This design comes from an exercise in tuning for small area on the open sky130 flow, not from production work. The RTL was checked by simulation tests, not by an equivalence proof against the original design.

==> 06-21 <==
==> flow/design.v <==
module i2c_master(clk, rst, newd, op, addr, stretch, stretching, data_bit, dout, busy, done,
	ack_err, sda, scl, state_o, bit_count_o, add_o, bit_end_o);
input clk, rst, op, newd, stretch;
input [6:0] addr;
input stretching;	 
input data_bit;		 
output [7:0] dout;
output busy;
output reg done, ack_err;
output reg sda, scl;	 
output [3:0] state_o, bit_count_o;
output [7:0] add_o;
output bit_end_o;
localparam IDLE = 4'd0, START = 4'd1, WRITE_ADD = 4'd2, ACK_1 = 4'd3, WRITE_DATA = 4'd4,
	ACK_2 = 4'd5, STOP = 4'd6, MASTER_NACK = 4'd7, READ_DATA = 4'd8;
reg [3:0] state;
localparam [6:0] SUB0 = 7'd1, SUB_END = 7'd93;
reg [1:0] pulse;
reg [6:0] sub;
wire sub_end = (sub == SUB_END);
wire bit_end = sub_end && (pulse == 2'd3);
wire at_phase_start = (sub == SUB0);
always @(posedge clk) begin
	if(rst)
		pulse <= 0;
	else if(sub_end)
		pulse <= pulse + 1'b1;
	if(rst || state == IDLE || sub_end)
		sub <= SUB0;
	else
		sub <= {sub[5:0], sub[6] ^ sub[5]};
end
reg [7:0] rx_data;
reg [7:0] add;
reg [3:0] bit_count;
wire bit8 = bit_count[3];
wire add_bit = add[~bit_count[2:0]];
reg last_bit;
always @(posedge clk)
	if(state == IDLE)
		add <= {addr,op};
always @(posedge clk) begin
	if(rst) begin
		state <= IDLE;
		bit_count <= 0;
		done <= 0;
		ack_err <= 0;
		rx_data <= 0;
		last_bit <= 0;
		sda <= 1;
		scl <= 0;
	end
	else begin
		done <= (state == STOP) && bit_end;
		case(state)
			IDLE: begin
				sda <= 1;
				scl <= 0;
				if(newd)
					state <= START;
			end
			START: begin
				sda <= ~pulse[1];
				scl <= ~bit_end;
				if(bit_end)
					state <= WRITE_ADD;
			end
			WRITE_ADD: begin
				if(~bit8) begin
					sda <= (pulse != 2'd0) && add_bit;
					scl <= pulse[1] && !bit_end;
					if(bit_end)
						bit_count <= bit_count + 1'b1;
				end
				else begin
					sda <= stretch | last_bit;
					scl <= 0;
					bit_count <= 0;
					state <= ACK_1;
				end
			end
			ACK_1: begin
				if(stretching) begin
					sda <= !(bit_end && !stretch) | last_bit;
					scl <= 0;
				end
				else begin
					sda <= 0;
					scl <= (pulse == 2'd0) || (pulse[1] && !bit_end);
					if(bit_end)
						state <= add[0] ? READ_DATA : WRITE_DATA;
				end
			end
			WRITE_DATA: begin
				if(~bit8) begin
					sda <= (pulse != 2'd0) && data_bit;
					scl <= pulse[1] && !bit_end;
					if(bit_end)
						bit_count <= bit_count + 1'b1;
				end
				else begin
					sda <= 0;
					scl <= 0;
					bit_count <= 0;
					state <= ACK_2;
				end
			end
			READ_DATA: begin
				if(~bit8) begin
					if(pulse != 2'd0)
						sda <= data_bit;
					if(pulse == 2'd1 && at_phase_start)
						last_bit <= data_bit;
					if(pulse == 2'd2 && at_phase_start)
						rx_data <= {rx_data[6:0], sda};
					scl <= pulse[1] && !bit_end;
					if(bit_end)
						bit_count <= bit_count + 1'b1;
				end
				else begin
					sda <= 0;
					scl <= 0;
					bit_count <= 0;
					state <= MASTER_NACK;
				end
			end
			ACK_2: begin
				sda <= 0;
				scl <= pulse[1];
				last_bit <= 0;
				if(bit_end)
					state <= STOP;
			end
			MASTER_NACK: begin
				sda <= ~bit_end;
				scl <= pulse[1];
				if(bit_end) begin
					state <= STOP;
					ack_err <= 1;
				end
			end
			STOP: begin
				sda <= pulse[1];
				scl <= ~bit_end;
				if(bit_end)
					state <= IDLE;
			end
			default: ;
		endcase
	end
end
assign dout = rx_data;
assign busy = (state != IDLE);
assign state_o = state;
assign bit_count_o = bit_count;
assign add_o = add;
assign bit_end_o = bit_end;
endmodule
module i2c_Slave(clk, rst, stretch, din, mstate, bit_count, add, bit_end,
	stretching, data_bit);
input clk, rst, stretch;
input [7:0] din;
input [3:0] mstate;
input [3:0] bit_count;
input [7:0] add;
input bit_end;
output reg stretching;
output data_bit;
localparam IDLE = 4'd0, START = 4'd1, WRITE_ADD = 4'd2, ACK_1 = 4'd3, WRITE_DATA = 4'd4,
	ACK_2 = 4'd5, STOP = 4'd6, MASTER_NACK = 4'd7, READ_DATA = 4'd8;
always@(posedge clk)
	if((mstate == WRITE_ADD && bit_count[3]) || (mstate == ACK_1 && bit_end))
		stretching <= stretch;
reg [6:0] pos;
reg scrub;
reg [127:0] ring [0:7];
wire hit = (pos == add[7:1]);
wire wr = hit && (mstate == ACK_2);
wire [7:0] init = {1'b0, pos};
reg [7:0] data;
integer b;
always@(posedge clk) begin
	if(rst) begin
		pos <= 0;
		scrub <= 1;
	end
	else begin
		pos <= {pos[5:0], pos[6] ^ pos[5] ^ (pos[5:0] == 6'd0)};
		if(pos == 7'd64) scrub <= 0;
	end
	for(b = 0; b < 8; b = b + 1)
		ring[b] <= {scrub ? init[b] : wr ? data[b] : ring[b][0], ring[b][127:1]};
end
always@(posedge clk)
	if(mstate == IDLE)
		data <= din;
	else if(hit && add[0])
		for(b = 0; b < 8; b = b + 1)
			data[b] <= ring[b][0];
assign data_bit = data[~bit_count[2:0]];
endmodule
`timescale 1ns / 1ps
module i2c_top(
input clk, rst, newd, op, stretch,
input [6:0] addr,
input [7:0] din,
output [7:0] dout,
output busy,ack_err,
output done,
output sda, scl
);
wire [3:0] state;
wire [3:0] bit_count;
wire [7:0] add;
wire bit_end, stretching, data_bit;
i2c_master master (.clk(clk), .rst(rst), .newd(newd), .op(op), .addr(addr), .stretch(stretch),
	.stretching(stretching), .data_bit(data_bit), .dout(dout), .busy(busy), .done(done),
	.ack_err(ack_err), .sda(sda), .scl(scl), .state_o(state), .bit_count_o(bit_count),
	.add_o(add), .bit_end_o(bit_end));
i2c_Slave slave (.clk(clk), .rst(rst), .stretch(stretch), .din(din),
	.mstate(state), .bit_count(bit_count), .add(add), .bit_end(bit_end),
	.stretching(stretching), .data_bit(data_bit));
endmodule
==> flow/flow/run.sh <==
#!/bin/bash
# The standard ORFS layout with three changes:
#  - synthesis maps logic with an area-oriented ABC script (flow/area.abc);
#  - a lighter clock tree: small buffers, no dummy loads;
#  - the smallest buffer on the ports.
set -uo pipefail
HERE=$(pwd)
export AREA_ABC_SCRIPT=$HERE/flow/area.abc
export CTS_ARGS="-sink_clustering_enable -repair_clock_nets -dont_use_dummy_load -buf_list sky130_fd_sc_hd__clkbuf_4 -sink_clustering_size 12 -sink_clustering_max_diameter 40"
export BUFFER_PORTS_ARGS="-buffer_cell sky130_fd_sc_hd__buf_1"
cat flow/synth_abc.tcl synth_recipe.tcl > area_synth.tcl
sed "s#SYNTH_SCRIPT=[^ ]*#SYNTH_SCRIPT=$HERE/area_synth.tcl#" standard.sh > area_standard.sh
bash area_standard.sh > standard.log 2>&1
==> flow/flow/area.abc <==
strash
&get -n
&deepsyn -T 60
&put
dch -f
amap
topo
==> flow/flow/synth_abc.tcl <==
# Run ORFS's abc step with an area-oriented script (flow/area.abc) in place
# of ORFS's own; everything else in the standard flow's synthesis stays as it is.
proc abc {args} {
  set i [lsearch -exact $args -script]
  if { $i >= 0 } { set args [lreplace $args $i [expr {$i + 1}] -script $::env(AREA_ABC_SCRIPT)] }
  yosys abc {*}$args
}
==> flow/standard.sh <==
#!/bin/bash
# synth_recipe.tcl (not shown) runs the flow's synth.tcl, then flattens the netlist and writes it again
# the make line also repeats each setting of config.mk as NAME=value (left out here)
make -C /OpenROAD-flow-scripts/flow DESIGN_CONFIG=/design/flow/config.mk WORK_HOME=/design/flow/orfs CLKGATE_MAP_FILE= SYNTH_SCRIPT=/design/flow/synth_recipe.tcl "${@:-finish}"
==> flow/config.mk <==
export PLATFORM = sky130hd
export DESIGN_NAME = i2c_top
export DESIGN_NICKNAME = i2c_top
export VERILOG_FILES = /design/flow/design.v
export SDC_FILE = /design/flow/constraint.sdc
export NUM_CORES = 4
export LEC_CHECK = 0
export ABC_AREA = 1
export CAP_MARGIN = 20
export CORE_MARGIN = 2
export CORE_UTILIZATION = 40
export SLEW_MARGIN = 20
==> flow/constraint.sdc <==
create_clock -name core_clock -period 10.0 [get_ports {clk}]
set_input_delay 2.0000 -clock core_clock [delete_from_list [all_inputs] [get_ports {clk}]]
set_output_delay 2.0000 -clock core_clock [all_outputs]
set_load 0.01 [all_outputs]
==> inputs of 10-18, as changes to 06-21 <==
==> flow/design.v, changed modules only <==
module i2c_master(clk, rst, newd, op, addr, stretch, stretching, data_bit, dout, busy, done,
	ack_err, sda, scl, state_o, bit_count_o, add_o, bit_end_o);
input clk, rst, op, newd, stretch;
input [6:0] addr;
input stretching;	 
input data_bit;		 
output [7:0] dout;
output busy;
output reg done, ack_err;
output reg sda, scl;	 
output [3:0] state_o, bit_count_o;
output [7:0] add_o;
output bit_end_o;
localparam IDLE = 4'd0, START = 4'd1, WRITE_ADD = 4'd2, ACK_1 = 4'd3, WRITE_DATA = 4'd4,
	ACK_2 = 4'd5, STOP = 4'd6, MASTER_NACK = 4'd7, READ_DATA = 4'd8;
localparam [3:0] C_IDLE = 4'b0000, C_START = 4'b?001, C_WRITE_ADD = 4'b?010, C_ACK_1 = 4'b?011,
	C_WRITE_DATA = 4'b?100, C_ACK_2 = 4'b?101, C_STOP = 4'b?110, C_MASTER_NACK = 4'b?111,
	C_READ_DATA = 4'b1???;
reg [3:0] state;
localparam [6:0] SUB0 = 7'b0011010;
reg [1:0] pulse;
reg [6:0] sub;
wire sub_end = ({sub[5:3], sub[1:0]} == 5'b00101);
wire bit_end = sub_end && (pulse == 2'd3);
wire at_phase_start = (sub[5:1] == 5'b01101);
always @(posedge clk) begin
	if(rst)
		pulse <= 0;
	else if(sub_end)
		pulse <= pulse + 1'b1;
	if(rst || state == IDLE || sub_end)
		sub <= SUB0;
	else
		sub <= {sub[5:0], sub[6] ^ sub[5]};
end
reg [7:0] rx_data;
reg [7:0] add;
reg [3:0] bit_count;
wire bit8 = bit_count[3];
wire add_bit = add[~bit_count[2:0]];
reg last_bit;
always @(posedge clk)
	if(state == IDLE)
		add <= {addr,op};
always @(posedge clk) begin
	if(rst) begin
		state <= IDLE;
		bit_count <= 0;
		done <= 0;
		ack_err <= 0;
		rx_data <= 0;
		last_bit <= 0;
		sda <= 1;
		scl <= 0;
	end
	else begin
		done <= (state[2:0] == 3'b110) && bit_end;
		casez(state)
			C_READ_DATA: begin
				if(~bit8) begin
					if(pulse != 2'd0)
						sda <= data_bit;
					if(pulse == 2'd1 && at_phase_start)
						last_bit <= data_bit;
					if(pulse == 2'd2 && at_phase_start)
						rx_data <= {rx_data[6:0], sda};
					scl <= pulse[1] && !bit_end;
					if(bit_end)
						bit_count <= bit_count + 1'b1;
				end
				else begin
					sda <= 0;
					scl <= 0;
					bit_count <= 0;
					state <= MASTER_NACK;
				end
			end
			C_IDLE: begin
				sda <= 1;
				scl <= 0;
				if(newd)
					state <= START;
			end
			C_START: begin
				sda <= ~pulse[1];
				scl <= ~bit_end;
				if(bit_end)
					state <= WRITE_ADD;
			end
			C_WRITE_ADD: begin
				if(~bit8) begin
					sda <= (pulse != 2'd0) && add_bit;
					scl <= pulse[1] && !bit_end;
					if(bit_end)
						bit_count <= bit_count + 1'b1;
				end
				else begin
					sda <= stretch | last_bit;
					scl <= 0;
					bit_count <= 0;
					state <= ACK_1;
				end
			end
			C_ACK_1: begin
				if(stretching) begin
					sda <= !(bit_end && !stretch) | last_bit;
					scl <= 0;
				end
				else begin
					sda <= 0;
					scl <= (pulse == 2'd0) || (pulse[1] && !bit_end);
					if(bit_end)
						state <= add[0] ? READ_DATA : WRITE_DATA;
				end
			end
			C_WRITE_DATA: begin
				if(~bit8) begin
					sda <= (pulse != 2'd0) && data_bit;
					scl <= pulse[1] && !bit_end;
					if(bit_end)
						bit_count <= bit_count + 1'b1;
				end
				else begin
					sda <= 0;
					scl <= 0;
					bit_count <= 0;
					state <= ACK_2;
				end
			end
			C_ACK_2: begin
				sda <= 0;
				scl <= pulse[1];
				last_bit <= 0;
				if(bit_end)
					state <= STOP;
			end
			C_MASTER_NACK: begin
				sda <= ~bit_end;
				scl <= pulse[1];
				if(bit_end) begin
					state <= STOP;
					ack_err <= 1;
				end
			end
			C_STOP: begin
				sda <= pulse[1];
				scl <= ~bit_end;
				if(bit_end)
					state <= IDLE;
			end
			default: ;
		endcase
	end
end
assign dout = rx_data;
assign busy = (state != IDLE);
assign state_o = state;
assign bit_count_o = bit_count;
assign add_o = add;
assign bit_end_o = bit_end;
endmodule
module i2c_Slave(clk, rst, stretch, din, mstate, bit_count, add, bit_end,
	stretching, data_bit);
input clk, rst, stretch;
input [7:0] din;
input [3:0] mstate;
input [3:0] bit_count;
input [7:0] add;
input bit_end;
output reg stretching;
output data_bit;
localparam IDLE = 4'd0, START = 4'd1, WRITE_ADD = 4'd2, ACK_1 = 4'd3, WRITE_DATA = 4'd4,
	ACK_2 = 4'd5, STOP = 4'd6, MASTER_NACK = 4'd7, READ_DATA = 4'd8;
always@(posedge clk)
	if((mstate[2:0] == 3'b010 && bit_count[3]) || (mstate[2:0] == 3'b011 && bit_end))
		stretching <= stretch;
reg [6:0] pos;
reg scrub;
reg [127:0] ring [0:7];
wire hit = (pos == add[7:1]);
wire wr = hit && (mstate[2:0] == 3'b101);	 
wire [7:0] init = {1'b0, pos};
reg [7:0] data;
integer b;
always@(posedge clk) begin
	if(rst) begin
		pos <= 0;
		scrub <= 1;
	end
	else begin
		pos <= {pos[5:0], pos[6] ^ pos[5] ^ (pos[5:0] == 6'd0)};
		if(pos == 7'd64) scrub <= 0;
	end
	for(b = 0; b < 8; b = b + 1)
		ring[b] <= {scrub ? init[b] : wr ? data[b] : ring[b][0], ring[b][127:1]};
end
always@(posedge clk)
	if(mstate == IDLE)
		data <= din;
	else if(hit && add[0])
		for(b = 0; b < 8; b = b + 1)
			data[b] <= ring[b][0];
assign data_bit = data[~bit_count[2:0]];
endmodule
--- a/flow/flow/run.sh
+++ b/flow/flow/run.sh
@@ -8,3 +8,3 @@
 export AREA_ABC_SCRIPT=$HERE/flow/area.abc
-export CTS_ARGS="-sink_clustering_enable -repair_clock_nets -dont_use_dummy_load -buf_list sky130_fd_sc_hd__clkbuf_4 -sink_clustering_size 12 -sink_clustering_max_diameter 40"
+export CTS_ARGS="-sink_clustering_enable -dont_use_dummy_load -buf_list sky130_fd_sc_hd__clkbuf_4 -sink_clustering_size 12 -sink_clustering_max_diameter 40"
 export BUFFER_PORTS_ARGS="-buffer_cell sky130_fd_sc_hd__buf_1"
==> inputs of 06-07, as changes to 06-21 <==
==> flow/design.v, changed modules only <==
module i2c_master(clk, rst, newd, op, addr, stretch, stretching, data_bit, dout, busy, done,
	ack_err, sda, scl, state_o, bit_count_o, add_o, bit_end_o);
input clk, rst, op, newd, stretch;
input [6:0] addr;
input stretching;	 
input data_bit;		 
output [7:0] dout;
output busy;
output reg done, ack_err;
output reg sda, scl;	 
output [3:0] state_o, bit_count_o;
output [7:0] add_o;
output bit_end_o;
localparam IDLE = 4'd0, START = 4'd1, WRITE_ADD = 4'd2, ACK_1 = 4'd3, WRITE_DATA = 4'd4,
	ACK_2 = 4'd5, STOP = 4'd6, MASTER_NACK = 4'd7, READ_DATA = 4'd8;
localparam [3:0] C_IDLE = 4'b0000, C_START = 4'b?001, C_WRITE_ADD = 4'b?010, C_ACK_1 = 4'b?011,
	C_WRITE_DATA = 4'b?100, C_ACK_2 = 4'b?101, C_STOP = 4'b?110, C_MASTER_NACK = 4'b?111,
	C_READ_DATA = 4'b1???;
reg [3:0] state;
localparam [6:0] SUB0 = 7'b0011010;
reg [1:0] pulse;
reg [6:0] sub;
wire sub_end = ({sub[5:3], sub[1:0]} == 5'b00101);
wire bit_end = sub_end && (pulse == 2'd3);
wire at_phase_start = (sub[5:1] == 5'b01101);
always @(posedge clk) begin
	if(rst)
		pulse <= 0;
	else if(sub_end)
		pulse <= pulse + 1'b1;
	if(rst || state == IDLE || sub_end)
		sub <= SUB0;
	else
		sub <= {sub[5:0], sub[6] ^ sub[5]};
end
reg [7:0] rx_data;
reg [7:0] add;
reg [3:0] bit_count;
wire bit8 = bit_count[3];
wire add_bit = add[~bit_count[2:0]];
reg last_bit;
always @(posedge clk)
	if(state == IDLE)
		add <= {addr,op};
always @(posedge clk) begin
	if(rst) begin
		state <= IDLE;
		bit_count <= 0;
		done <= 0;
		ack_err <= 0;
		rx_data <= 0;
		last_bit <= 0;
		sda <= 1;
		scl <= 0;
	end
	else begin
		done <= (state[2:0] == 3'b110) && bit_end;
		casez(state)
			C_READ_DATA: begin
				if(~bit8) begin
					if(pulse != 2'd0)
						sda <= data_bit;
					if(pulse == 2'd1 && at_phase_start)
						last_bit <= data_bit;
					if(pulse == 2'd2 && at_phase_start)
						rx_data <= {rx_data[6:0], sda};
					scl <= pulse[1] && !bit_end;
					if(bit_end)
						bit_count <= bit_count + 1'b1;
				end
				else begin
					sda <= 0;
					scl <= 0;
					bit_count <= 0;
					state <= MASTER_NACK;
				end
			end
			C_IDLE: begin
				sda <= 1;
				scl <= 0;
				if(newd)
					state <= START;
			end
			C_START: begin
				sda <= ~pulse[1];
				scl <= ~bit_end;
				if(bit_end)
					state <= WRITE_ADD;
			end
			C_WRITE_ADD: begin
				if(~bit8) begin
					sda <= (pulse != 2'd0) && add_bit;
					scl <= pulse[1] && !bit_end;
					if(bit_end)
						bit_count <= bit_count + 1'b1;
				end
				else begin
					sda <= stretch | last_bit;
					scl <= 0;
					bit_count <= 0;
					state <= ACK_1;
				end
			end
			C_ACK_1: begin
				if(stretching) begin
					sda <= !(bit_end && !stretch) | last_bit;
					scl <= 0;
				end
				else begin
					sda <= 0;
					scl <= (pulse == 2'd0) || (pulse[1] && !bit_end);
					if(bit_end)
						state <= add[0] ? READ_DATA : WRITE_DATA;
				end
			end
			C_WRITE_DATA: begin
				if(~bit8) begin
					sda <= (pulse != 2'd0) && data_bit;
					scl <= pulse[1] && !bit_end;
					if(bit_end)
						bit_count <= bit_count + 1'b1;
				end
				else begin
					sda <= 0;
					scl <= 0;
					bit_count <= 0;
					state <= ACK_2;
				end
			end
			C_ACK_2: begin
				sda <= 0;
				scl <= pulse[1];
				last_bit <= 0;
				if(bit_end)
					state <= STOP;
			end
			C_MASTER_NACK: begin
				sda <= ~bit_end;
				scl <= pulse[1];
				if(bit_end) begin
					state <= STOP;
					ack_err <= 1;
				end
			end
			C_STOP: begin
				sda <= pulse[1];
				scl <= ~bit_end;
				if(bit_end)
					state <= IDLE;
			end
			default: ;
		endcase
	end
end
assign dout = rx_data;
assign busy = (state != IDLE);
assign state_o = state;
assign bit_count_o = bit_count;
assign add_o = add;
assign bit_end_o = bit_end;
endmodule
module i2c_Slave(clk, rst, stretch, din, mstate, bit_count, add, bit_end,
	stretching, data_bit);
input clk, rst, stretch;
input [7:0] din;
input [3:0] mstate;
input [3:0] bit_count;
input [7:0] add;
input bit_end;
output reg stretching;
output data_bit;
localparam IDLE = 4'd0, START = 4'd1, WRITE_ADD = 4'd2, ACK_1 = 4'd3, WRITE_DATA = 4'd4,
	ACK_2 = 4'd5, STOP = 4'd6, MASTER_NACK = 4'd7, READ_DATA = 4'd8;
always@(posedge clk)
	if((mstate[2:0] == 3'b010 && bit_count[3]) || (mstate[2:0] == 3'b011 && bit_end))
		stretching <= stretch;
reg [6:0] pos;
reg scrub;
reg [127:0] ring [0:7];
wire hit = (pos == add[7:1]);
wire wr = hit && (mstate[2:0] == 3'b101);	 
wire [7:0] init = {1'b0, pos};
reg [7:0] data;
integer b;
always@(posedge clk) begin
	if(rst) begin
		pos <= 0;
		scrub <= 1;
	end
	else begin
		pos <= {pos[5:0], pos[6] ^ pos[5] ^ (pos[5:0] == 6'd0)};
		if(pos == 7'd64) scrub <= 0;
	end
	for(b = 0; b < 8; b = b + 1)
		ring[b] <= {scrub ? init[b] : wr ? data[b] : ring[b][0], ring[b][127:1]};
end
always@(posedge clk)
	if(mstate == IDLE)
		data <= din;
	else if(hit && add[0])
		for(b = 0; b < 8; b = b + 1)
			data[b] <= ring[b][0];
assign data_bit = data[~bit_count[2:0]];
endmodule
- CORE_UTILIZATION: 40 -> 50
- PLACE_DENSITY: unset -> 0.7
==> inputs of 05-26, as changes to 06-21 <==
==> flow/design.v, changed modules only <==
module i2c_master(clk, rst, newd, op, addr, stretch, stretching, data_bit, dout, busy, done,
	ack_err, sda, scl, state_o, bit_count_o, add_o, bit_end_o);
input clk, rst, op, newd, stretch;
input [6:0] addr;
input stretching;	 
input data_bit;		 
output [7:0] dout;
output busy;
output reg done, ack_err;
output reg sda, scl;	 
output [3:0] state_o, bit_count_o;
output [7:0] add_o;
output bit_end_o;
localparam IDLE = 4'd0, START = 4'd1, WRITE_ADD = 4'd2, ACK_1 = 4'd3, WRITE_DATA = 4'd4,
	ACK_2 = 4'd5, STOP = 4'd6, MASTER_NACK = 4'd7, READ_DATA = 4'd8;
localparam [3:0] C_IDLE = 4'b0000, C_START = 4'b?001, C_WRITE_ADD = 4'b?010, C_ACK_1 = 4'b?011,
	C_WRITE_DATA = 4'b?100, C_ACK_2 = 4'b?101, C_STOP = 4'b?110, C_MASTER_NACK = 4'b?111,
	C_READ_DATA = 4'b1???;
reg [3:0] state;
localparam [6:0] SUB0 = 7'b0011010;
reg [1:0] pulse;
reg [6:0] sub;
wire sub_end = ({sub[5:3], sub[1:0]} == 5'b00101);
wire bit_end = sub_end && (pulse == 2'd3);
wire at_phase_start = (sub[5:1] == 5'b01101);
always @(posedge clk) begin
	if(rst)
		pulse <= 0;
	else if(sub_end)
		pulse <= pulse + 1'b1;
	if(rst || state == IDLE || sub_end)
		sub <= SUB0;
	else
		sub <= {sub[5:0], sub[6] ^ sub[5]};
end
reg [7:0] rx_data;
reg [7:0] add;
reg [3:0] bit_count;
wire bit8 = bit_count[3];
wire add_bit = add[~bit_count[2:0]];
reg last_bit;
always @(posedge clk)
	if(state == IDLE)
		add <= {addr,op};
always @(posedge clk) begin
	if(rst) begin
		state <= IDLE;
		bit_count <= 0;
		done <= 0;
		ack_err <= 0;
		rx_data <= 0;
		last_bit <= 0;
		sda <= 1;
		scl <= 0;
	end
	else begin
		done <= (state[2:0] == 3'b110) && bit_end;
		casez(state)
			C_READ_DATA: begin
				if(~bit8) begin
					if(pulse != 2'd0)
						sda <= data_bit;
					if(pulse == 2'd1 && at_phase_start)
						last_bit <= data_bit;
					if(pulse == 2'd2 && at_phase_start)
						rx_data <= {rx_data[6:0], sda};
					scl <= pulse[1] && !bit_end;
					if(bit_end)
						bit_count <= bit_count + 1'b1;
				end
				else begin
					sda <= 0;
					scl <= 0;
					bit_count <= 0;
					state <= MASTER_NACK;
				end
			end
			C_IDLE: begin
				sda <= 1;
				scl <= 0;
				if(newd)
					state <= START;
			end
			C_START: begin
				sda <= ~pulse[1];
				scl <= ~bit_end;
				if(bit_end)
					state <= WRITE_ADD;
			end
			C_WRITE_ADD: begin
				if(~bit8) begin
					sda <= (pulse != 2'd0) && add_bit;
					scl <= pulse[1] && !bit_end;
					if(bit_end)
						bit_count <= bit_count + 1'b1;
				end
				else begin
					sda <= stretch | last_bit;
					scl <= 0;
					bit_count <= 0;
					state <= ACK_1;
				end
			end
			C_ACK_1: begin
				if(stretching) begin
					sda <= !(bit_end && !stretch) | last_bit;
					scl <= 0;
				end
				else begin
					sda <= 0;
					scl <= (pulse == 2'd0) || (pulse[1] && !bit_end);
					if(bit_end)
						state <= add[0] ? READ_DATA : WRITE_DATA;
				end
			end
			C_WRITE_DATA: begin
				if(~bit8) begin
					sda <= (pulse != 2'd0) && data_bit;
					scl <= pulse[1] && !bit_end;
					if(bit_end)
						bit_count <= bit_count + 1'b1;
				end
				else begin
					sda <= 0;
					scl <= 0;
					bit_count <= 0;
					state <= ACK_2;
				end
			end
			C_ACK_2: begin
				sda <= 0;
				scl <= pulse[1];
				last_bit <= 0;
				if(bit_end)
					state <= STOP;
			end
			C_MASTER_NACK: begin
				sda <= ~bit_end;
				scl <= pulse[1];
				if(bit_end) begin
					state <= STOP;
					ack_err <= 1;
				end
			end
			C_STOP: begin
				sda <= pulse[1];
				scl <= ~bit_end;
				if(bit_end)
					state <= IDLE;
			end
			default: ;
		endcase
	end
end
assign dout = rx_data;
assign busy = (state != IDLE);
assign state_o = state;
assign bit_count_o = bit_count;
assign add_o = add;
assign bit_end_o = bit_end;
endmodule
module i2c_Slave(clk, rst, stretch, din, mstate, bit_count, add, bit_end,
	stretching, data_bit);
input clk, rst, stretch;
input [7:0] din;
input [3:0] mstate;
input [3:0] bit_count;
input [7:0] add;
input bit_end;
output reg stretching;
output data_bit;
localparam IDLE = 4'd0, START = 4'd1, WRITE_ADD = 4'd2, ACK_1 = 4'd3, WRITE_DATA = 4'd4,
	ACK_2 = 4'd5, STOP = 4'd6, MASTER_NACK = 4'd7, READ_DATA = 4'd8;
always@(posedge clk)
	if((mstate[2:0] == 3'b010 && bit_count[3]) || (mstate[2:0] == 3'b011 && bit_end))
		stretching <= stretch;
reg [6:0] pos;
reg scrub;
reg [127:0] ring [0:7];
wire hit = (pos == add[7:1]);
wire wr = hit && (mstate[2:0] == 3'b101);	 
wire [7:0] init = {1'b0, pos};
reg [7:0] data;
integer b;
always@(posedge clk) begin
	if(rst) begin
		pos <= 0;
		scrub <= 1;
	end
	else begin
		pos <= {pos[5:0], pos[6] ^ pos[5] ^ (pos[5:0] == 6'd0)};
		if(pos == 7'd64) scrub <= 0;
	end
	for(b = 0; b < 8; b = b + 1)
		ring[b] <= {scrub ? init[b] : wr ? data[b] : ring[b][0], ring[b][127:1]};
end
always@(posedge clk)
	if(mstate == IDLE)
		data <= din;
	else if(hit && add[0])
		for(b = 0; b < 8; b = b + 1)
			data[b] <= ring[b][0];
assign data_bit = data[~bit_count[2:0]];
endmodule
- GPL_ROUTABILITY_DRIVEN: unset -> 0
- GPL_TIMING_DRIVEN: unset -> 0
==> results.json <==
{
  "numCtsBuffers": 107,
  "crit_family": "flip-flops",
  "coreArea_um2": 56500,
  "clk_transition_reported_paths_ns": 0.11,
  "wl_met1_um": 13140,
  "yosys-top-cells-area": "dfxtp_1 (93%), edfxtp_1 (2.2%), clkinv_1 (0.85%), nor2_1 (0.67%), o221ai_1 (0.34%)",
  "status": "finished clean",
  "fin_crit_ns": 4.205,
  "clock_cell_area_share": 0.03239,
  "hold_ws_ns": 0.2548,
  "ys.warnings.count": 11,
  "crit_start": "master.state[1]",
  "syn-cell-area_um2": 22930,
  "grt_pass1_vias": 8754,
  "seqPwrFrac": 0.726
}
[end of results for 05-26]
==> results.json <==
{
  "status": "finished clean",
  "grt_pass1_vias": 8682,
  "ioPinCount": 33,
  "clock_cell_area_share": 0.03233,
  "largest_reg_flops": 1024,
  "criticalPathCategory": "flop to output port",
  "numCtsBuffers": 106,
  "synth.top_cell.area_share": 0.9274,
  "hold_ws_ns": 0.2545,
  "crit_start": "master.state[2]",
  "coreArea_um2": 45280,
  "ys.warnings.count": 11,
  "synthCells": 1299,
  "grt_max_degree": 19,
  "crit_family": "buffers and inverters",
  "vias": 8531,
  "powerSeq_w": 0.00441,
  "syn-cell-area_um2": 22920,
  "yosys-top-cells-area": "dfxtp_1 (93%), edfxtp_1 (2.2%), nor2_1 (0.88%), clkinv_1 (0.70%), o22ai_1 (0.38%)",
  "seqPwrFrac": 0.727,
  "wl_met1_um": 14160
}
[end of results for 06-07]
==> results.json <==
{
  "yosys-top-cells-area": "dfxtp_1 (93%), edfxtp_1 (2.2%), nor2_1 (0.88%), clkinv_1 (0.70%), o22ai_1 (0.38%)",
  "clk_transition_reported_paths_ns": 0.12,
  "coreArea_um2": 56500,
  "mostFrequentLayoutCell": "dfxtp_1",
  "worstPathArrival_ns": 2.60,
  "ys.warnings.count": 11,
  "crit_start": "master.state[2]",
  "ioPinCount": 33,
  "clk_path_buf_depth": 3,
  "numCtsBuffers": 105,
  "clock_cell_area_share": 0.03178,
  "hold_ws_ns": 0.2509,
  "syn-cell-area_um2": 22920,
  "status": "finished clean",
  "routed_via_density": 3.950,
  "wl_met1_um": 14120,
  "fin_crit_ns": 4.605,
  "seqPwrFrac": 0.728
}
[end of results for 10-18]
==> results.json <==
{
  "status": "finished clean",
  "synth_top_family_by_area": "simple AND/OR/NAND/NOR gates",
  "seqPwrFrac": 0.727,
  "synth_fa_ha_area_frac": 0.002724,
  "crit_start": "master.state[3]",
  "seqCellArea_um2": 21770,
  "cts_hold_buf": 0,
  "clock_cell_area_share": 0.03144,
  "grt_pass1_vias": 8719,
  "critPathCapture": "busy",
  "coreArea_um2": 56600,
  "ys.warnings.count": 3,
  "wl_met1_um": 14490,
  "fin_crit_ns": 4.042,
  "hold_ws_ns": 0.2691,
  "numPlacedInstances": 2095,
  "ioPinCount": 33,
  "crit_family": "buffers and inverters",
  "clk_transition_reported_paths_ns": 0.11,
  "numCtsBuffers": 104,
  "num_rows": 87
}
[end of results for 06-21]

port drivers added, routing unchanged:
The flow's constraints put no driver on any port. The routed layouts listed below were extracted and timed again, unchanged, in two steps. Step 1 (the two cells are an assumption about what drives the block):
set clk [get_ports {clk}]
set_driving_cell -lib_cell sky130_fd_sc_hd__clkbuf_16 $clk
set_driving_cell -lib_cell sky130_fd_sc_hd__buf_2 [delete_from_list [all_inputs] $clk]
Step 2 adds t to the input delays and takes it off the output delays; t is the mean of the earliest and latest rising clock arrival at the registers after step 1. Input paths then give back, and output paths get back, about the clock's delay inside the block. Three values: ideal ports, drivers, drivers and shift; two values: the first two.
| run | shift t [ns] | setup WS [ns] | worst setup path after step 2 | worst data-port slew with drivers (ns) |
|---|---|---|---|---|
| 06-21 | 0.873 | 5.958 / 5.910 / 6.344 | register to register | 0.05 |
| 10-18 | 0.834 | 5.395 / 5.351 / 6.184 | register to output | 0.04 |
| 06-07 | 0.827 | 5.675 / 5.625 / 6.041 | input to register | 0.04 |
| 05-26 | 0.859 | 5.795 / 5.746 / 6.352 | input to register | 0.05 |
After both steps every run listed still meets setup and hold.
